This design comes from an exercise in tuning for small area and a short achievable clock period on the open sky130 flow, not from production work.
No activity file was given, so power comes from the tool's default toggle rates.

Design multiplier, start of the top module:
module multiplier(clk, INPUT_A, INPUT_B, RES);
  input clk;
  input [7:0] INPUT_A, INPUT_B;
  output reg [15:0] RES;
  reg [7:0] a_r, b_r;
  reg r2_0_0;
  reg r2_1_0;
  reg r2_1_1;
  reg r2_2_0;
  reg r2_2_1;
  reg r2_2_2;
  reg r2_3_0;
  reg r2_3_1;
  reg r2_3_2;
  reg r2_4_0;
  reg r2_4_1;
  reg r2_4_2;
  reg r2_5_0;
  reg r2_5_1;
  reg r2_5_2;
  reg r2_6_0;
  reg r2_6_1;
  reg r2_6_2;
  reg r2_7_0;
  reg r2_7_1;
  reg r2_7_2;
  reg r2_8_0;
  reg r2_8_1;
  reg r2_8_2;
  reg r2_9_0;
  reg r2_9_1;
  reg r2_9_2;
  reg r2_10_0;
  reg r2_10_1;
  reg r2_10_2;
  reg r2_11_0;
  reg r2_11_1;
  reg r2_11_2;
  reg r2_12_0;
  reg r2_12_1;
  reg r2_12_2;
  reg r2_13_0;
  reg r2_13_1;
  reg r2_13_2;
  reg r2_14_0;
  wire [15:0] prod;
  wire pp1;
  wire pp2;
  wire pp3;
  wire pp4;
  wire pp5;
  wire pp6;
  wire pp7;
  wire pp8;
  wire pp9;
  wire pp10;
  wire pp11;
  wire pp12;
  wire pp13;
  wire pp14;
  wire pp15;
  wire pp16;
  wire pp17;
  wire pp18;
  wire pp19;
  wire pp20;
  wire pp21;
  wire pp22;
  wire pp23;
  wire pp24;
  wire pp25;
  wire pp26;
  wire pp27;
  wire pp28;
  wire pp29;
  wire pp30;
  wire pp31;
  wire pp32;
  wire pp33;
  wire pp34;
  wire pp35;
  wire pp36;
  wire pp37;
  wire pp38;
  wire pp39;
  wire pp40;
  wire pp41;
  wire pp42;
  wire pp43;
  wire pp44;
  wire pp45;
  wire pp46;
  wire pp47;
  wire pp48;
  wire pp49;
  wire pp50;
  wire pp51;
  wire pp52;
  wire pp53;
  ...
export LEC_CHECK = 0
export CAP_MARGIN = 20
export CORE_MARGIN = 2
export CORE_UTILIZATION = 40
export SLEW_MARGIN = 20
create_clock -name core_clock -period 4.0 [get_ports {clk}]
run.sh (not shown) runs the stock make flow with config.mk's settings and CLKGATE_MAP_FILE= SYNTH_SCRIPT=/design/flow/synth_recipe.tcl, a recipe that flattens the netlist after the stock synthesis.
Change:
--- a/flow/config.mk
+++ b/flow/config.mk
@@ -9,3 +9,4 @@
 export CORE_MARGIN = 2
 export CORE_UTILIZATION = 40
+export SETUP_SLACK_MARGIN = 2.0
 export SLEW_MARGIN = 20
Result:
- The new run finished clean
- fmax rises by 5.3%
- count of clock-buffer cells in the layout falls by 1
- utilization rises by 4.2 points
- final cell count rises by 3.8%
- worst setup slack is better by 110 ps
- power rises by 9.1%
- via count rises by 4.9%
- global-route usage rises by 1.7 points
- synthesized area does not change
- final area rises by 8.6%
Change:
--- a/flow/config.mk
+++ b/flow/config.mk
@@ -6,7 +6,7 @@
 export NUM_CORES = 4
 export LEC_CHECK = 0
+export ABC_CLOCK_PERIOD_IN_PS = 1500
 export CAP_MARGIN = 20
 export CORE_MARGIN = 2
 export CORE_UTILIZATION = 40
-export SETUP_SLACK_MARGIN = 2.0
 export SLEW_MARGIN = 20
Final cell count came out lower by 3.7%.
Global-route usage falls by 1.7 points.
Clock power is about the same.
Via count is lower by 4.7%.
Count of clock-buffer cells in the layout climbs by 1.
Cell area came out lower by 7.9%.
No functional check of the RTL was part of any run of this note.

Another version of the RTL of multiplier (not shown whole).
Size: about 72 flip-flops, about 3300 µm² of cells after synthesis.
==> flow/config.mk <==
export PLATFORM = sky130hd
export DESIGN_NAME = multiplier
export DESIGN_NICKNAME = multiplier
export VERILOG_FILES = /design/flow/design.v
export SDC_FILE = /design/flow/constraint.sdc
export NUM_CORES = 4
export LEC_CHECK = 0
export CAP_MARGIN = 20
export CORE_MARGIN = 2
export CORE_UTILIZATION = 40
export SLEW_MARGIN = 20
export SYNTH_HIERARCHICAL = 1
==> flow/constraint.sdc <==
create_clock -name core_clock -period 4.0 [get_ports {clk}]
set_input_delay 0.8000 -clock core_clock [delete_from_list [all_inputs] [get_ports {clk}]]
set_output_delay 0.8000 -clock core_clock [all_outputs]
set_load 0.01 [all_outputs]
standard.sh (not shown) runs the stock make flow with config.mk's settings and CLKGATE_MAP_FILE= SYNTH_SCRIPT=/design/flow/synth_recipe.tcl, a recipe that flattens the netlist after the stock synthesis.
==> flow/flow/run.sh <==
#!/bin/bash
# Own layout flow: the standard flow (standard.sh), unchanged synthesis, with
# small buffers on the ports and a lighter clock tree. Each step logs to its own file.
set -euo pipefail
here=$(pwd)
extra=()
[[ -f flow/extra.txt ]] && mapfile -t extra < flow/extra.txt
bash standard.sh synth > "$here/synth.log" 2>&1
bash standard.sh "${extra[@]}" floorplan > "$here/floorplan.log" 2>&1
bash standard.sh "${extra[@]}" place > "$here/place.log" 2>&1
bash standard.sh "${extra[@]}" cts > "$here/cts.log" 2>&1
bash standard.sh "${extra[@]}" route > "$here/route.log" 2>&1
bash standard.sh "${extra[@]}" finish > "$here/finish.log" 2>&1
==> flow/flow/extra.txt <==
BUFFER_PORTS_ARGS=-buffer_cell sky130_fd_sc_hd__buf_1
MATCH_CELL_FOOTPRINT=0
Rerun with:
==> flow/run.sh (new file) <==
#!/bin/bash
# synth_recipe.tcl (not shown) runs the flow's synth.tcl, then flattens the netlist and writes it again
# the make line also repeats each setting of config.mk as NAME=value (left out here)
make -C /OpenROAD-flow-scripts/flow DESIGN_CONFIG=/design/flow/config.mk WORK_HOME=/design/flow/orfs CLKGATE_MAP_FILE= SYNTH_SCRIPT=/design/flow/synth_recipe.tcl finish
removed: flow/flow/run.sh
removed: flow/flow/extra.txt
removed: flow/standard.sh
What happened: Total power decreases by 3.8%; cell area went up by about 3.3%; global-route usage climbs by 0.21 points; via count hardly moves; worst setup slack is worse by 0.045 ns; die area stays the same; synthesized cell count does not change; sequential power barely changes.
Function was not checked in any run of this note: the RTL went through the layout flow alone.

what the ideal ports hide:
The results above use ideal ports. As a check the final layouts listed here were re-extracted and re-timed, cells and wires unchanged.
Step 1 (the two cells are an assumption about what drives the block):
set clk [get_ports {clk}]
set_driving_cell -lib_cell sky130_fd_sc_hd__clkbuf_16 $clk
set_driving_cell -lib_cell sky130_fd_sc_hd__buf_2 [delete_from_list [all_inputs] $clk]
Step 2, shift: input delay + t, output delay - t, t = (earliest + latest rising clock arrival at the registers) / 2. This alone moves slack from input paths to output paths.
a / b / c = no drivers / after step 1 / after step 2; a / b = the first two.
| run | shift t [ns] | setup slack, ns | slew at the worst register clock pin (ns) |
|---|---|---|---|
| the first run of note 1 | 0.366 | 1.757 / 1.757 / 1.757 | 0.08 / 0.08 |
| the second run of note 1 | 0.374 | 1.870 / 1.870 / 1.870 | 0.08 / 0.08 |
| the third run of note 1 | 0.366 | 1.757 / 1.757 / 1.757 | 0.08 / 0.08 |
| the first run of note 2 | 0.370 | 1.610 / 1.610 / 1.610 | 0.08 / 0.08 |
| the second run of note 2 | 0.373 | 1.564 / 1.564 / 1.564 | 0.08 / 0.08 |
After both steps setup and hold are still met in every run listed.
